Background: an optimization exercise with open tools, aiming at small area, a short achievable clock period and few clock cycles per item. Do not read the settings as production practice.
RTL that was checked went through simulation tests only; none was proved equivalent to the original.

## north
// phase_ctrl
module phase_ctrl(
                  input             clk,
                  input             resetn,
                  input             i2c_wr,
                  input  [15:0]     i2c_wdata,
                  input  [3:0]      i2c_addr,
                  input             fifo_empty,
                  input  [17:0]     fifo_rdata,
                  output            fifo_rden,
                  output     [17:0] fifo_wdata,
                  output            fifo_wren,
                  input             fifo_almost_full
                 );
localparam NX = 80;
wire [23:0] enc_a, enc_b;
genvar k;
generate
    for (k = 0; k < 8; k = k + 1) begin : benc
        wire hi  = i2c_wdata[2*k+1];
        wire mid = i2c_wdata[2*k];
        wire lo  = (k == 0) ? 1'b0 : i2c_wdata[(k == 0) ? 0 : 2*k-1];
        wire one = mid ^ lo;
        wire two = (hi & ~mid & ~lo) | (~hi & mid & lo);
        assign enc_a[3*k+2:3*k] = {hi, two, one};
        assign enc_b[3*k+2:3*k] = {~hi, two, one};
    end
endgenerate
reg [23:0] ae;   
reg [23:0] be;   
always @(posedge clk or negedge resetn) begin
    if (!resetn) begin
        ae <= 24'h001000;
        be <= 24'h925924;
    end else if (i2c_wr) begin
        if (i2c_addr == 4'd0) ae <= enc_a;
        if (i2c_addr == 4'd1) be <= enc_b;
    end
end
reg [8:0] sr;
reg [2:0] credit;        
reg       hv;            
reg       adv;           
wire mid = |sr[4:0];
wire ov = |sr[8:3];      
wire can_wr = |credit;
wire idle = ~|sr;
  ...
For scale: about 1400 cells after synthesis, ~18000 sq um of cells after synthesis.
==> module phase_ctrl, before the edit <==
module phase_ctrl(
                  input             clk,
                  input             resetn,
                  input             i2c_wr,
                  input  [15:0]     i2c_wdata,
                  input  [3:0]      i2c_addr,
                  input             fifo_empty,
                  input  [17:0]     fifo_rdata,
                  output            fifo_rden,
                  output     [17:0] fifo_wdata,
                  output            fifo_wren,
                  input             fifo_almost_full
                 );
localparam NX = 80;
wire [23:0] enc_a, enc_b;
genvar k;
generate
    for (k = 0; k < 8; k = k + 1) begin : benc
        wire hi  = i2c_wdata[2*k+1];
        wire mid = i2c_wdata[2*k];
        wire lo  = (k == 0) ? 1'b0 : i2c_wdata[(k == 0) ? 0 : 2*k-1];
        wire one = mid ^ lo;
        wire two = (hi & ~mid & ~lo) | (~hi & mid & lo);
        assign enc_a[3*k+2:3*k] = {hi, two, one};
        assign enc_b[3*k+2:3*k] = {~hi, two, one};
    end
endgenerate
reg [23:0] ae;   
reg [23:0] be;   
always @(posedge clk or negedge resetn) begin
    if (!resetn) begin
        ae <= 24'h001000;
        be <= 24'h925924;
    end else if (i2c_wr) begin
        if (i2c_addr == 4'd0) ae <= enc_a;
        if (i2c_addr == 4'd1) be <= enc_b;
    end
end
reg [8:0] sr;
reg [2:0] credit;        
reg       hv;            
reg       adv;           
wire mid = |sr[4:0];
wire ov = |sr[8:3];      
wire can_wr = |credit;
wire idle = ~|sr;
assign fifo_rden = (adv & mid) | (adv & ~fifo_empty);
assign fifo_wren = ov & can_wr;
wire       ov_n = adv ? |sr[7:2] : ov;
wire [2:0] credit_n = (fifo_almost_full ? (idle ? 3'd0 : credit) : 3'd6) - {2'b00, fifo_wren};
always @(posedge clk or negedge resetn) begin
    if (!resetn) begin
        sr <= 9'd0;
        hv <= 1'b0;
    end else if (adv) begin
        sr <= {sr[7:0], ~mid & ~fifo_empty};
        if (sr[6]) hv <= 1'b1;
    end
end
always @(posedge clk or negedge resetn) begin
    if (!resetn) begin
        credit <= 3'd0;
        adv <= 1'b1;
    end else begin
        credit <= credit_n;
        adv <= ~ov_n | (|credit_n);
    end
end
reg  [15:0]   W;
reg  [15:0]   H0, H1, H2, H3, H4;
reg  [NX-1:0] X;
reg  [15:0]   Y, D;
wire [NX-1:0] x_n;
wire [15:0]   y_n;
wire        rot = sr[1] | sr[2] | sr[3] | sr[5] | sr[6];
wire [15:0] P = H0 & {16{hv}};
mac_s1 s1(.ae(ae), .be(be), .W(W), .P(P), .x(x_n));
mac_s2 s2(.x(X), .y(y_n));
always @(posedge clk) begin
    if (adv) begin
        W <= fifo_rdata[15:0];
        X <= x_n;
        Y <= y_n;
        D <= Y;
        if (rot) begin
            H0 <= H1;
            H1 <= H2;
            H2 <= H3;
            H3 <= H4;
            H4 <= W;
        end
    end
end
assign fifo_wdata = sr[3] ? {2'b01, fifo_rdata[15:0]} :
                    (sr[4] | sr[5] | sr[6]) ? {2'b00, D} :
                    {sr[8], 1'b0, Y};
endmodule
==> flow/config.mk <==
export PLATFORM = sky130hd
export DESIGN_NAME = phase_ctrl
export DESIGN_NICKNAME = phase_ctrl
export VERILOG_FILES = /design/flow/design.v
export SDC_FILE = /design/flow/constraint.sdc
export NUM_CORES = 4
export LEC_CHECK = 0
export ABC_CLOCK_PERIOD_IN_PS = 3600
export CAP_MARGIN = 20
export CORE_MARGIN = 2
export CORE_UTILIZATION = 40
export CTS_CLUSTER_DIAMETER = 100
export CTS_CLUSTER_SIZE = 25
export SETUP_SLACK_MARGIN = 4.3
export SLEW_MARGIN = 20
==> flow/constraint.sdc <==
create_clock -name core_clock -period 8.0 [get_ports {clk}]
set_input_delay 1.6000 -clock core_clock [delete_from_list [all_inputs] [get_ports {clk}]]
set_output_delay 1.6000 -clock core_clock [all_outputs]
set_load 0.01 [all_outputs]
standard.sh (not shown) runs the stock make flow with config.mk's settings and CLKGATE_MAP_FILE= SYNTH_SCRIPT=/design/flow/synth_recipe.tcl, a recipe that flattens the netlist after the stock synthesis.
==> flow/flow/run.sh <==
#!/bin/bash
# Own flow: the standard flow (standard.sh) with two extra netlist steps
# between Yosys and the rest of the layout.  Only combinational cells change;
# the registers are Yosys's own, with their names and cell types.
#  1. fa_polarity.py removes inverters around the full-adder cells: a full
#     adder fed complemented inputs computes complemented outputs.
#  2. remap.py + ABC (area.abc) re-map the plain logic for area, keeping the
#     flip-flops, full/half adders and tie cells as they are.
# The ports are buffered with the smallest buffer cell (buffer_ports
# -buffer_cell) instead of the delay cell buffer_ports picks by itself.
# Each step is proved equivalent to its input netlist (check_eq.ys); a step
# whose proof fails is dropped.
set -euo pipefail
W=$PWD
RES=$W/orfs/results/sky130hd/phase_ctrl/base
YOSYS=$FLOW_HOME/../tools/install/yosys/bin/yosys
LIB=$FLOW_HOME/platforms/sky130hd/lib/sky130_fd_sc_hd__tt_025C_1v80.lib

check() {  # check GOLD GATE LOG
    sed -e "s#LIBFILE#$LIB#" -e "s#GOLDFILE#$1#" -e "s#GATEFILE#$2#" flow/check_eq.ys > $3.ys
    "$YOSYS" -q $3.ys > $3.log 2>&1
}

bash standard.sh $RES/1_2_yosys.v > synth.log 2>&1
cp $RES/1_2_yosys.v $W/netlist_yosys.v
CUR=$W/netlist_yosys.v

if python3 flow/fa_polarity.py $CUR $W/netlist_fapol.v > fa_polarity.log 2>&1 &&
   check $CUR $W/netlist_fapol.v check_fapol; then
    CUR=$W/netlist_fapol.v
    echo "fa_polarity: used" >> fa_polarity.log
else
    echo "fa_polarity: dropped" >> fa_polarity.log
fi

if python3 flow/remap.py $LIB $CUR $W/netlist_remap.v $W/flow/area.abc > remap_run.ys 2> remap_py.log &&
   "$YOSYS" -q remap_run.ys > remap.log 2>&1 &&
   check $CUR $W/netlist_remap.v check_remap; then
    CUR=$W/netlist_remap.v
    echo "remap: used" >> remap.log
else
    echo "remap: dropped" >> remap.log
fi

cp $CUR $RES/1_2_yosys.v
bash standard.sh finish BUFFER_PORTS_ARGS="-buffer_cell sky130_fd_sc_hd__buf_1" > layout.log 2>&1
Other scripts of this flow, unchanged in this note and not shown: flow/flow/area.abc, flow/flow/check_eq.ys, flow/flow/fa_polarity.py, flow/flow/remap.py
Testbench counts of north, summed over its fixed seeds: cycles 2,336, frames 384.
[inputs] south vs north
--- a/flow/design.v
+++ b/flow/design.v
@@ -731,20 +731,24 @@
     end
 end
 reg [8:0] sr;
 reg [2:0] credit;        
 reg       hv;            
 reg       adv;           
+reg       rd_okn;        
+reg       rd_gon;        
 wire mid = |sr[4:0];
 wire ov = |sr[8:3];      
 wire can_wr = |credit;
 wire idle = ~|sr;
-assign fifo_rden = (adv & mid) | (adv & ~fifo_empty);
+assign fifo_rden = ~(rd_gon & (rd_okn | fifo_empty));    
 assign fifo_wren = ov & can_wr;
 wire       ov_n = adv ? |sr[7:2] : ov;
 wire [2:0] credit_n = (fifo_almost_full ? (idle ? 3'd0 : credit) : 3'd6) - {2'b00, fifo_wren};
+wire       adv_n = ~ov_n | (|credit_n);
+wire       mid_n = adv ? (|sr[3:0]) | (~mid & ~fifo_empty) : mid;
 always @(posedge clk or negedge resetn) begin
     if (!resetn) begin
         sr <= 9'd0;
         hv <= 1'b0;
     end else if (adv) begin
         sr <= {sr[7:0], ~mid & ~fifo_empty};
@@ -752,15 +756,19 @@
     end
 end
 always @(posedge clk or negedge resetn) begin
     if (!resetn) begin
         credit <= 3'd0;
         adv <= 1'b1;
+        rd_okn <= 1'b0;
+        rd_gon <= 1'b1;
     end else begin
         credit <= credit_n;
-        adv <= ~ov_n | (|credit_n);
+        adv <= adv_n;
+        rd_okn <= ~adv_n;
+        rd_gon <= ~(adv_n & mid_n);
     end
 end
 reg  [15:0]   W;
 reg  [15:0]   H0, H1, H2, H3, H4;
 reg  [NX-1:0] X;
 reg  [15:0]   Y, D;
Findings:
Taking north as the reference, in south core utilization went up, wire length of the first global-routing pass went up by 1.2%, sum of routed wire length over all layers shrank by 460 um, total via count in the routed design closely matched the old numbers, maximum single-stage delay on the critical path rose by 0.41 ns. south ends up with lower setup slack than north does.
No functional check of the RTL was part of south.

-- port drivers added, routing unchanged --
In the flow no input, the clock included, has a driving cell. The finished layouts below were timed again as built, in two steps. Step 1, drivers: a clkbuf_16 drives clk and a buf_2 each remaining input, both assumed. Step 2, shift: input delay + t, output delay - t, t = (earliest + latest rising clock arrival at the registers) / 2. This alone moves slack from input paths to output paths. Slacks: ideal ports / drivers / drivers and shift; pairs: ideal ports / drivers.
| run | t, ns | setup WS [ns] | hold slack, ns | slew at the worst register clock pin (ns) |
|---|---|---|---|---|
| north | 0.573 | 4.367 / 4.347 / 4.347 | 0.413 / 0.413 / 0.413 | 0.10 / 0.10 |
| south | 0.573 | 4.086 / 4.086 / 4.086 | 0.410 / 0.410 / 0.410 | 0.10 / 0.10 |
After both steps setup and hold are still met in every run listed. The setup slack of north, which loses most, moves by -0.020 ns with the drivers and by -0.020 ns with both steps.
